Source: an optimization exercise on an open RTL-to-GDS flow (aim: small area). Production flows keep margins and buffers that such runs may drop.
The RTL was checked by simulation tests, not by an equivalence proof against the original design.
Power figures rest on the tool's default switching activity, not on a simulated workload.

==> flow/design.v (outline; a module is shown in full before it is edited, if it fits) <==
// module bm_port_queue: 46 lines
// module bm_engine: 183 lines
// module bankmachine_0: 125 lines
// module refresher_pos_8: 177 lines
// module multiplexer_b8: 426 lines
// module crossbar_2ports: 214 lines
// module DFIAdapter: 397 lines
// module tapped_delay_line32: 16 lines
// module mc_core: 1033 lines
module mc_core(
	input wire clk,
	input wire rst,
    input wire cmd_valid,
	output wire cmd_ready,
	input wire cmd_first,
	input wire cmd_last,
	input wire cmd_payload_mw,
	input wire cmd_payload_we,
	input wire [25:0] cmd_payload_addr,
	input wire wdata_valid,
	output wire wdata_ready,
	input wire wdata_first,
	input wire wdata_last,
	input wire [255:0] wdata_payload_data,
	input wire [31:0] wdata_payload_we,
	output wire rdata_valid,
	input wire rdata_ready,
	input wire rdata_first,
	input wire rdata_last,
	output wire [255:0] rdata_payload_data,
	input wire cmd_valid_1,
	output wire cmd_ready_1,
	input wire cmd_first_1,
	input wire cmd_last_1,
	input wire cmd_payload_mw_1,
	input wire cmd_payload_we_1,
	input wire [25:0] cmd_payload_addr_1,
	input wire wdata_valid_1,
	output wire wdata_ready_1,
	input wire wdata_first_1,
	input wire wdata_last_1,
	input wire [255:0] wdata_payload_data_1,
	input wire [31:0] wdata_payload_we_1,
	output wire rdata_valid_1,
	input wire rdata_ready_1,
	input wire rdata_first_1,
	input wire rdata_last_1,
	output wire [255:0] rdata_payload_data_1,
    output wire dfi_lpddr4_if_dfi_cs_0,
    output wire [5:0] dfi_lpddr4_if_dfi_ca_0,
    output wire dfi_lpddr4_if_dfi_cke_0,
    output wire dfi_lpddr4_if_dfi_odt_0,
    output wire dfi_lpddr4_if_dfi_reset_n_0,
    output wire dfi_lpddr4_if_dfi_act_n_0,
    output wire [63:0] dfi_lpddr4_if_dfi_wrdata_0,
    output wire [7:0] dfi_lpddr4_if_dfi_wrdata_mask_0,
  // ...
==> flow/flow/run.sh <==
#!/bin/bash
# Layout flow: the standard synthesis, then an area-oriented re-mapping of
# the combinational logic only (every register instance is kept as the
# standard synthesis made it), then the standard ORFS flow from floorplan on,
# with small port buffers, a lighter clock tree and placement that is not
# timing-driven (timing is repaired after clock-tree synthesis and global
# routing, with a setup margin).
set -euo pipefail
HERE=$(pwd)
R=$HERE/orfs/results/sky130hd/mc_core/base
LIB=$FLOW_HOME/platforms/sky130hd/lib/sky130_fd_sc_hd__tt_025C_1v80.lib

# 1. standard synthesis
bash standard.sh synth > flow_1_synth.log 2>&1

# 2. re-map combinational cells for area
cp $R/1_2_yosys.v $HERE/standard_synth.v
python3 flow/gen_map.py $LIB $HERE/cells_map.v > flow_2_genmap.log 2>&1
DU=$(awk '{printf "-dont_use %s ", $1}' flow/dont_use.txt)
cat > $HERE/remap.ys <<EOT
read_liberty -lib $LIB
read_verilog -sv $HERE/standard_synth.v
hierarchy -top $FLOW_TOP
techmap -map $HERE/cells_map.v
techmap
opt -purge
abc -script $HERE/flow/remap.abc -liberty $LIB $DU
opt_clean -purge
hilomap -singleton -hicell sky130_fd_sc_hd__conb_1 HI -locell sky130_fd_sc_hd__conb_1 LO
splitnets
opt_clean -purge
stat -liberty $LIB
check -assert -mapped
write_verilog -noattr -noexpr -nohex -nodec $HERE/remapped.v
EOT
yosys -l flow_2_remap.log -q -s $HERE/remap.ys > /dev/null 2>&1
cp $HERE/remapped.v $R/1_2_yosys.v
touch $R/1_2_yosys.v

# 3. floorplan to final layout
bash standard.sh \
  'BUFFER_PORTS_ARGS=-buffer_cell sky130_fd_sc_hd__buf_1' \
  'CTS_ARGS=-sink_clustering_enable -repair_clock_nets -dont_use_dummy_load -buf_list sky130_fd_sc_hd__clkbuf_8' \
  'PLACE_DENSITY=0.70' \
  'GPL_TIMING_DRIVEN=0' \
  'SETUP_SLACK_MARGIN=0.3' \
  finish > flow_3_finish.log 2>&1
==> flow/flow/dont_use.txt <==
sky130_fd_sc_hd__lpflow_bleeder_1
sky130_fd_sc_hd__lpflow_clkbufkapwr_1
sky130_fd_sc_hd__lpflow_clkbufkapwr_16
sky130_fd_sc_hd__lpflow_clkbufkapwr_2
sky130_fd_sc_hd__lpflow_clkbufkapwr_4
sky130_fd_sc_hd__lpflow_clkbufkapwr_8
sky130_fd_sc_hd__lpflow_clkinvkapwr_1
sky130_fd_sc_hd__lpflow_clkinvkapwr_16
sky130_fd_sc_hd__lpflow_clkinvkapwr_2
sky130_fd_sc_hd__lpflow_clkinvkapwr_4
sky130_fd_sc_hd__lpflow_clkinvkapwr_8
sky130_fd_sc_hd__lpflow_decapkapwr_12
sky130_fd_sc_hd__lpflow_decapkapwr_3
sky130_fd_sc_hd__lpflow_decapkapwr_4
sky130_fd_sc_hd__lpflow_decapkapwr_6
sky130_fd_sc_hd__lpflow_decapkapwr_8
sky130_fd_sc_hd__lpflow_inputiso0n_1
sky130_fd_sc_hd__lpflow_inputiso0p_1
sky130_fd_sc_hd__lpflow_inputiso1n_1
sky130_fd_sc_hd__lpflow_inputiso1p_1
sky130_fd_sc_hd__lpflow_inputisolatch_1
sky130_fd_sc_hd__lpflow_isobufsrc_1
sky130_fd_sc_hd__lpflow_isobufsrc_16
sky130_fd_sc_hd__lpflow_isobufsrc_2
sky130_fd_sc_hd__lpflow_isobufsrc_4
sky130_fd_sc_hd__lpflow_isobufsrc_8
sky130_fd_sc_hd__lpflow_isobufsrckapwr_16
sky130_fd_sc_hd__lpflow_lsbuf_lh_hl_isowell_tap_1
sky130_fd_sc_hd__lpflow_lsbuf_lh_hl_isowell_tap_2
sky130_fd_sc_hd__lpflow_lsbuf_lh_hl_isowell_tap_4
sky130_fd_sc_hd__lpflow_lsbuf_lh_isowell_4
sky130_fd_sc_hd__lpflow_lsbuf_lh_isowell_tap_1
sky130_fd_sc_hd__lpflow_lsbuf_lh_isowell_tap_2
sky130_fd_sc_hd__lpflow_lsbuf_lh_isowell_tap_4
sky130_fd_sc_hd__probe_p_8
sky130_fd_sc_hd__probec_p_8
==> flow/flow/gen_map.py <==
#!/usr/bin/env python3
# Generate a Yosys techmap file that replaces every combinational sky130 cell
# by its logic function (taken from the liberty file), so that ABC can re-map it.
import re, sys
lib = open(sys.argv[1]).read()
out = open(sys.argv[2], 'w')
skip_re = re.compile(sys.argv[3]) if len(sys.argv) > 3 else None
pos = 0
cells = []
for m in re.finditer(r'\n\s*cell\s*\(\s*"?([A-Za-z0-9_]+)"?\s*\)\s*\{', lib):
    cells.append((m.start(), m.group(1)))
cells.append((len(lib), None))
n = 0
for (s, name), (e, _) in zip(cells, cells[1:]):
    body = lib[s:e]
    if re.search(r'\b(ff|latch|statetable)\s*\(', body):
        continue
    if skip_re and skip_re.search(name):
        continue
    pins = []
    for pm in re.finditer(r'\n\s*pin\s*\(\s*"?([A-Za-z0-9_]+)"?\s*\)\s*\{', body):
        pname = pm.group(1)
        # pin body until next pin( or end
        nxt = re.search(r'\n\s*pin\s*\(', body[pm.end():])
        pb = body[pm.end(): pm.end() + (nxt.start() if nxt else len(body))]
        d = re.search(r'direction\s*:\s*"?(\w+)"?', pb)
        f = re.search(r'\bfunction\s*:\s*"([^"]*)"', pb)
        pins.append((pname, d.group(1) if d else None, f.group(1) if f else None))
    ins = [p for p, d, f in pins if d == 'input']
    outs = [(p, f) for p, d, f in pins if d == 'output']
    if not outs or any(f is None for p, f in outs) or not ins and not outs:
        continue
    def conv(f):
        f = f.replace('!', '~').replace('+', '|').replace('*', '&')
        # implicit AND by whitespace between operands e.g. "A B"
        f = re.sub(r'([A-Za-z0-9_\)])\s+([A-Za-z0-9_~\(])', r'\1 & \2', f)
        return f
    ports = ins + [p for p, f in outs]
    out.write('(* techmap_celltype = "%s" *)\nmodule _map_%s (%s);\n' % (name, name, ', '.join(ports)))
    for p in ins:
        out.write('  input %s;\n' % p)
    for p, f in outs:
        out.write('  output %s;\n  assign %s = %s;\n' % (p, p, conv(f)))
    out.write('endmodule\n')
    n += 1
print("mapped", n, "cells", file=sys.stderr)
==> flow/flow/remap.abc <==
strash
&get -n
&fraig -x
&put
scorr
dc2
strash
&get -n
&dch -f
&nf -R 1000
&put
==> flow/standard.sh <==
#!/bin/bash
# synth_recipe.tcl (not shown) runs the flow's synth.tcl, then flattens the netlist and writes it again
# the make line also repeats each setting of config.mk as NAME=value (left out here)
make -C /OpenROAD-flow-scripts/flow DESIGN_CONFIG=/design/flow/config.mk WORK_HOME=/design/flow/orfs CLKGATE_MAP_FILE= SYNTH_SCRIPT=/design/flow/synth_recipe.tcl "${@:-finish}"
==> flow/config.mk <==
export PLATFORM = sky130hd
export DESIGN_NAME = mc_core
export DESIGN_NICKNAME = mc_core
export VERILOG_FILES = /design/flow/design.v
export SDC_FILE = /design/flow/constraint.sdc
export NUM_CORES = 4
export LEC_CHECK = 0
export CAP_MARGIN = 20
export CORE_AREA = 10 10 710 710
export DIE_AREA = 0 0 720 720
export SLEW_MARGIN = 20
==> flow/constraint.sdc <==
create_clock -name core_clock -period 10.0 [get_ports {clk}]
set_input_delay 2.0000 -clock core_clock [delete_from_list [all_inputs] [get_ports {clk}]]
set_output_delay 2.0000 -clock core_clock [all_outputs]
set_load 0.01 [all_outputs]
==> flow_metrics.py, run 1 <==
metrics = {
    "status": {
        "outcome": "finished clean",
    },
    "worst_setup_path": {
        "crit_buf_inv": 2,
        "cp.arrival_ns": 10.40,
        "cp.depth": 26,
        "worstReg2RegEnd": "u_banks.g_bank[3].u_e.c_rd[2]$_SDFFE_PP1P_",
        "cp.required_ns": 10.75,
        "reg2reg_from": "u_banks.u_q0.src_addr[11]$_DFFE_PP_",
        "cp_slowest_stage_delay_ns": 0.70,
    },
    "finish": {
        "drive_above_1_share_pct": 4.88,
        "final_common_cell": "buf_1",
        "final_nets": 8589,
        "fill_cells": 56200,
        "final.clkbuf_count": 148,
        "areaGrowthSynthToFinish_pct": 33.9,
        "postLayoutCoreUtil_pct": 13.9,
    },
    "floorplanning": {
        "rows": 257,
        "tap-cell-count": 6475,
        "die_area_um2": 518000,
    },
    "grt": {
        "grt_pass1_vias": 53500,
        "met2_usage_pct": 25.8,
        "top_usage_layer": "met2",
        "use_met1_pct": 16.5,
        "grt_max_degree": 111,
        "antenna_found_initial": 313,
        "grtUsageTotal_pct": 15.6,
    },
    "clock_network": {
        "cts_buffer_depth": 3,
        "htreeDepth": 4,
    },
    "power_and_ir_drop": {
        "power_frac_comb_pct": 46.6,
        "p_sw_share_pct": 47.1,
        "power.switching_mw": 7.01,
        "p_clk_mw": 2.65,
        "seq-power_mw": 5.31,
        "pwr-share-clk_pct": 17.8,
        "top_power_group": "combinational cells",
    },
    "sta": {
        "slew_violations": 0,
        "timing.final.crit_share_pct": 96.5,
        "fin_tns_setup_ns": 0,
    },
    "route": {
        "viasPerCell": 4.29,
        "drtIter0Drc": 8696,
    },
    "hold_path": {
        "hold_end": "u_crossbar_2ports.port_line[30]$_DFF_P_",
    },
}
==> inputs of run 2 (changes only) <==
--- a/flow/flow/run.sh
+++ b/flow/flow/run.sh
@@ -40,7 +40,7 @@
 # 3. floorplan to final layout
 bash standard.sh \
   'BUFFER_PORTS_ARGS=-buffer_cell sky130_fd_sc_hd__buf_1' \
-  'CTS_ARGS=-sink_clustering_enable -repair_clock_nets -dont_use_dummy_load -buf_list sky130_fd_sc_hd__clkbuf_8' \
+  'CTS_ARGS=-sink_clustering_enable -repair_clock_nets -dont_use_dummy_load -buf_list sky130_fd_sc_hd__clkbuf_8 -sink_clustering_size 12' \
   'PLACE_DENSITY=0.70' \
   'GPL_TIMING_DRIVEN=0' \
   'SETUP_SLACK_MARGIN=0.3' \
==> flow_metrics.py, run 2 <==
metrics = {
    "floorplanning": {
        "initial_core_util_pct": 10.4,
        "rows": 257,
        "io_pins": 1962,
        "core_um2": 489000,
        "fp.dieW_um": 720,
        "die_area_um2": 518000,
        "die_h_um": 720,
    },
    "finish": {
        "largest-register": "u_banks.g_bank.u_e.row",
        "postLayoutCoreUtil_pct": 13.9,
        "layout_common_cells": "buf_1, nand2_1, nor2_1, o21ai_0, dfxtp_1",
        "areaGrowthSynthToFinish_pct": 33.9,
        "fill_cells": 56200,
        "drive_above_1_share_pct": 4.88,
        "final_common_cell": "buf_1",
        "largest_reg_flops": 136,
        "final_nets": 8589,
    },
    "placed_design": {
        "io_buffers": 1147,
        "gp_congestion": 1.14,
        "dpl.hpwl_mm": 370,
    },
    "synth": {
        "postSynthCellCount": 6078,
        "synth_area_um2": 50900,
        "yosysWarnings": 15,
        "avgSynthCellArea_um2": 8.38,
    },
    "grt": {
        "grt_max_degree": 111,
        "grt_pass1_vias": 53500,
        "grtUsageTotal_pct": 15.6,
        "grt_pass1_wl_mm": 542,
        "overflow": 0,
        "antenna_found_initial": 313,
    },
    "clock_network": {
        "htreeDepth": 4,
        "cts_buffer_depth": 3,
        "cts_hold_buf": 0,
        "cts-buffers-inserted": 148,
        "numClockSinks": 820,
        "cts_tree": "built",
        "cts_root_buf": "clkbuf_8",
        "insertion_delay_ns": 0.92,
        "cts_setup_buffers": 0,
        "cts.repair.resized": 4,
        "clk_pin_slew_ns": 0.06,
    },
    "route": {
        "wirelength_mm": 433,
        "drc": 0,
        "wl_per_cell_um": 30.5,
        "viasPerCell": 4.29,
        "drt_first_pass_iters": 9,
        "via_count": 60900,
        "drtIter0Drc": 8824,
        "antenna_left": 0,
    },
    "sta": {
        "clock.fmax_ghz": 0.104,
        "setup_violations": 0,
        "finalHoldViolCount": 0,
        "fin_tns_setup_ns": 0,
        "skew_ns": 0.0927,
        "rsz0062_at_grt": "yes",
        "slew_violations": 0,
        "slew_headroom_pct": 8.98,
        "timing.final.crit_share_pct": 95.7,
        "worst_pin_slew_ns": 1.37,
        "fin_crit_ns": 9.57,
    },
    "power_and_ir_drop": {
        "pwr-share-clk_pct": 17.8,
        "power_frac_comb_pct": 46.5,
        "pwr-share-seq_pct": 35.7,
        "p_sw_share_pct": 47.1,
        "power.switching_mw": 7.01,
        "power.density_nw_per_um2": 218,
        "ir_worst_vdd_mv": 0.126,
        "p_int_mw": 7.89,
        "p_leak_nw": 20.9,
    },
    "worst_setup_path": {
        "r2r_slack_ns": 1.35,
        "cp.required_ns": 8.00,
        "critPathKind": "in2out",
        "crit_fanout": 32,
        "endpoint_kind": "output pin",
        "cp-start-kind": "input port",
        "cp.arrival_ns": 7.57,
    },
    "hold_path": {
        "hold_class": "reg2reg",
    },
    "flow_run": {
        "cap_violations": 0,
    },
    "status": {
        "outcome": "finished clean",
    },
}
[run 2: per-layer routing]
| metal | vias to the layer above | share of wire [%] | GRT usage [%] |
|---|---|---|---|
| li1 | 26300 | - | - |
| met4 | 108 | 7.3 | 9.74 |
| met2 | 4345 | 46 | 25.8 |
| met1 | 29100 | 34 | 16.5 |
| met3 | 1001 | 12 | 6.54 |
| met5 | - | 0.16 | 0 |
[run 2: per-stage QoR]
stage,area [um2],instances,power (mW),hold WS [ns],worst slack [ns]
global route,68000,14100,15.7,0.357,0.297
floorplan,51000,6093,9.30,0.338,0.384
finish,68200,14200,14.9,0.348,0.430
global placement,63400,13700,11.8,0.344,-12.98
CTS,67600,14000,14.7,0.347,0.329
detailed placement,65500,13800,12.0,0.355,-1.09
[run 2: critical path, cell delays in order]
cell,delay [ns]
buf_1,0.07
or3_1,0.63
nor2_2,0.44
mux4_2,0.58
a21oi_1,0.18
mux2i_1,0.12
a21oi_1,0.38
nand2b_1,0.18
nand2b_1,0.12
nor2b_4,0.24
buf_12,0.22
buf_12,0.18
buf_12,0.18
buf_12,0.18
buf_12,0.18
buf_12,0.18
a22oi_1,0.94
buf_1,0.38
[run 2: final cells by class]
| class | instances | area (um2) | share of cell area (%) |
|---|---|---|---|
| Multi-Input combinational cell | 5023 | 31200 | 45.8 |
| Sequential cell | 820 | 19400 | 28.4 |
| Tap cell | 6475 | 8100 | 11.9 |
| Timing Repair Buffer | 1242 | 5930 | 8.70 |
| Clock buffer | 148 | 2040 | 2.99 |
| Inverter | 250 | 943 | 1.38 |
| Antenna cell | 228 | 571 | 0.837 |
[run 2: path summary, 6_finish.rpt]
path                                           startpoint                                    endpoint  cells after the start
setup reg to reg      u_banks.u_q0.src_addr[11]$_DFFE_PP_  u_banks.g_bank[3].u_e.c_rd[2]$_SDFFE_PP1P_                     21
hold / removal    u_crossbar_2ports.port_line[29]$_DFF_P_     u_crossbar_2ports.port_line[30]$_DFF_P_                      0
setup / recovery                 crb_WRITE_LATENCY_cfg[5]          dfi_lpddr4_if_dfi_wrdata_mask_3[2]                     18
hold reg to reg   u_crossbar_2ports.port_line[29]$_DFF_P_     u_crossbar_2ports.port_line[30]$_DFF_P_                      0
[run 2: power by group through the flow]
| stage | Clock (mW) | Combinational (mW) | Sequential [mW] |
|---|---|---|---|
| 2_1_floorplan | 0 | 4.40 | 4.90 |
| 3_5_place_dp | 0 | 6.71 | 5.32 |
| 3_3_place_gp | 0 | 6.47 | 5.38 |
| 4_1_cts | 2.73 | 6.75 | 5.26 |
| 5_1_grt | 2.85 | 7.49 | 5.37 |
| 6_report | 2.65 | 6.93 | 5.31 |
==> inputs of run 3 (changes only) <==
--- a/flow/flow/run.sh
+++ b/flow/flow/run.sh
@@ -2,9 +2,7 @@
 # Layout flow: the standard synthesis, then an area-oriented re-mapping of
 # the combinational logic only (every register instance is kept as the
 # standard synthesis made it), then the standard ORFS flow from floorplan on,
-# with small port buffers, a lighter clock tree and placement that is not
-# timing-driven (timing is repaired after clock-tree synthesis and global
-# routing, with a setup margin).
+# with small port buffers and a lighter clock tree.
 set -euo pipefail
 HERE=$(pwd)
 R=$HERE/orfs/results/sky130hd/mc_core/base
@@ -27,6 +25,7 @@
 abc -script $HERE/flow/remap.abc -liberty $LIB $DU
 opt_clean -purge
 hilomap -singleton -hicell sky130_fd_sc_hd__conb_1 HI -locell sky130_fd_sc_hd__conb_1 LO
+insbuf -buf sky130_fd_sc_hd__buf_4 A X
 splitnets
 opt_clean -purge
 stat -liberty $LIB
@@ -40,8 +39,5 @@
 # 3. floorplan to final layout
 bash standard.sh \
   'BUFFER_PORTS_ARGS=-buffer_cell sky130_fd_sc_hd__buf_1' \
-  'CTS_ARGS=-sink_clustering_enable -repair_clock_nets -dont_use_dummy_load -buf_list sky130_fd_sc_hd__clkbuf_8 -sink_clustering_size 12' \
-  'PLACE_DENSITY=0.70' \
-  'GPL_TIMING_DRIVEN=0' \
-  'SETUP_SLACK_MARGIN=0.3' \
+  'CTS_ARGS=-sink_clustering_enable -repair_clock_nets -dont_use_dummy_load -buf_list sky130_fd_sc_hd__clkbuf_8' \
   finish > flow_3_finish.log 2>&1
--- a/flow/config.mk
+++ b/flow/config.mk
@@ -5,7 +5,7 @@
 export SDC_FILE = /design/flow/constraint.sdc
 export NUM_CORES = 4
 export LEC_CHECK = 0
-export CAP_MARGIN = 20
+export CAP_MARGIN = 40
 export CORE_AREA = 10 10 710 710
 export DIE_AREA = 0 0 720 720
-export SLEW_MARGIN = 20
+export SLEW_MARGIN = 40
==> flow_metrics.py, run 3 <==
metrics = {
    "status": {
        "outcome": "finished clean",
    },
    "worst_setup_path": {
        "cp.arrival_ns": 6.97,
        "critPathKind": "in2out",
        "cpMaxStageDelayCell": "nor2b_4",
        "endpoint_kind": "output pin",
        "crit_chain": "buf_1, or3_1, nor2_1, mux4_2, mux2i_1, a21oi_1, a21oi_1, nand2b_1, nand2b_1, nor2b_4, buf_4, a22o_1, buf_1",
        "cp-start-kind": "input port",
        "crit_fanout": 40,
        "cp_slowest_stage_delay_ns": 0.64,
        "r2r_cells": 24,
        "cp.required_ns": 8.00,
    },
    "grt": {
        "antenna_found_initial": 516,
        "grt_max_degree": 107,
        "grt_pass1_wl_mm": 745,
        "grtUsageTotal_pct": 22.9,
        "overflow": 0,
        "grt_pass1_vias": 55100,
    },
    "finish": {
        "areaGrowthSynthToFinish_pct": 26.9,
        "final_common_cell": "buf_1",
        "finalInstanceArea_um2": 69700,
        "layout_common_cells": "buf_1, nand2_1, nor2_1, o21ai_0, dfxtp_1",
        "largest_reg_flops": 136,
        "drive_above_1_share_pct": 6.73,
        "largest-register": "u_banks.g_bank.u_e.row",
        "final_nets": 8687,
    },
    "clock_network": {
        "cts_hold_buf": 0,
        "cts_root_buf": "clkbuf_8",
        "cts.repair.resized": 0,
        "clk_pin_slew_ns": 0.06,
        "cts_setup_buffers": 0,
        "numClockSinks": 820,
        "cts-buffers-inserted": 149,
        "cts_buffer_depth": 4,
        "htreeDepth": 4,
        "cts_tree": "built",
        "insertion_delay_ns": 0.99,
    },
    "sta": {
        "setup_violations": 0,
        "slew_violations": 0,
        "slew_headroom_pct": 30.3,
        "timing.final.crit_share_pct": 89.7,
        "finalHoldViolCount": 0,
        "worst_pin_slew_ns": 1.05,
        "fin_crit_ns": 8.97,
        "fin_tns_setup_ns": 0,
        "clock.fmax_ghz": 0.112,
        "rsz0062_at_grt": "no",
        "skew_ns": 0.166,
    },
    "floorplanning": {
        "die_area_um2": 518000,
        "initial_core_util_pct": 11.2,
        "io_pins": 1962,
        "core_um2": 489000,
        "rows": 257,
        "die_h_um": 720,
        "fp.dieW_um": 720,
    },
    "route": {
        "antenna_left": 0,
        "drt_first_pass_iters": 7,
        "drtIter0Drc": 8127,
        "drc": 0,
        "viasPerCell": 4.26,
        "via_count": 63300,
        "wl_per_cell_um": 42.4,
        "wirelength_mm": 629,
    },
    "synth": {
        "synth_area_um2": 54900,
        "postSynthCellCount": 6609,
        "yosysWarnings": 15,
        "avgSynthCellArea_um2": 8.31,
    },
    "placed_design": {
        "gp_congestion": 1.12,
        "dpl.hpwl_mm": 557,
        "io_buffers": 1147,
        "placed_area_um2": 65700,
    },
    "power_and_ir_drop": {
        "p_leak_nw": 21.4,
        "ir_worst_vdd_mv": 0.144,
        "power.density_nw_per_um2": 219,
    },
    "flow_run": {
        "cap_violations": 0,
    },
    "hold_path": {
        "hold_class": "reg2reg",
        "whs_path_depth": 0,
    },
}
[run 3: cell type report]
type	instances	area, um2
Timing Repair Buffer	1339	6160
Clock buffer	149	2050
Antenna cell	793	1980
Sequential cell	820	19400
Fill cell	56200	419000
Inverter	250	946
Tap cell	6475	8100
Multi-Input combinational cell	5023	31100
[run 3: worst paths after layout]
kind / from / end / slack [ns]
worst max register to register: u_banks.u_q0.src_addr[22]$_DFFE_PP_ / u_banks.g_bank[3].u_e.c_rd[2]$_SDFFE_PP1P_ / 2.53
worst min register to register: u_crossbar_2ports.port_line[16]$_DFF_P_ / u_crossbar_2ports.port_line[17]$_DFF_P_ / 0.33
worst max-delay path: crb_WRITE_LATENCY_cfg[5] / dfi_lpddr4_if_dfi_wrdata_2[3] / 1.03
worst min-delay path: u_crossbar_2ports.port_line[16]$_DFF_P_ / u_crossbar_2ports.port_line[17]$_DFF_P_ / 0.33
[run 3: critical path: cells and delay by family]
kind | cells | cell delay [ns]
AO/OA/AOI/OAI | 3 | 0.72
buffers and inverters | 3 | 1.26
AND/OR/NAND/NOR | 5 | 2.14
multiplexers | 2 | 0.75
[run 3: stage by stage]
step | worst slack (ns) | util [%] | power (mW) | std cells | hold WS [ns]
CTS | 1.04 | 13.8 | 15.1 | 14100 | 0.351
finish | 1.03 | 14.3 | 15.3 | 14800 | 0.334
detailed placement | 0.876 | 13.4 | 12.3 | 13900 | 0.350
floorplan | 0.283 | - | 9.52 | 6624 | 0.338
global placement | 1.02 | 13.4 | 12.2 | 13900 | 0.343
global route | 0.855 | 14.0 | 16.0 | 14300 | 0.353
[run 3: routing by layer]
layer  track usage [%]  routed length [um]  part of all wire, %
met5              3.28                4080                 0.65
met4              7.56               26000                  4.1
met3              21.8              129000                   21
met2              35.5              272000                   43
met1              20.9              198000                   31
[run 3: power by group]
part	internal (mW)	leakage [nW]	switching, mW	total, mW
clock	1.31	1.08	1.44	2.75
sequential	4.17	7.02	0.928	5.09
combinational	2.46	13.3	4.95	7.42

==> what the ideal ports hide <==
Ports are ideal in the flow. The routed layouts listed here were re-timed in OpenROAD.
Step 1 assumes that a clkbuf_16 drives the clock port and a buf_2 every other input.
Step 2 also shifts input and output timing later by t, the mid clock arrival at the registers, as if the neighbouring blocks saw the same clock.
Three values: ideal, step 1, step 2; two values: the first two.
run	t (ns)	setup slack, ns	cell pins on the clock port's net
run 1	0.980	0.350 / 0.333 / -0.646	1
run 2	0.980	0.430 / 0.400 / -0.549	1
run 3	0.997	1.035 / 1.009 / 0.840	1
With both steps, setup timing fails in run 1 and run 2, where it was met with ideal ports. The setup slack of run 1, which loses most, moves by -0.017 ns with the drivers and by -0.996 ns with both steps.
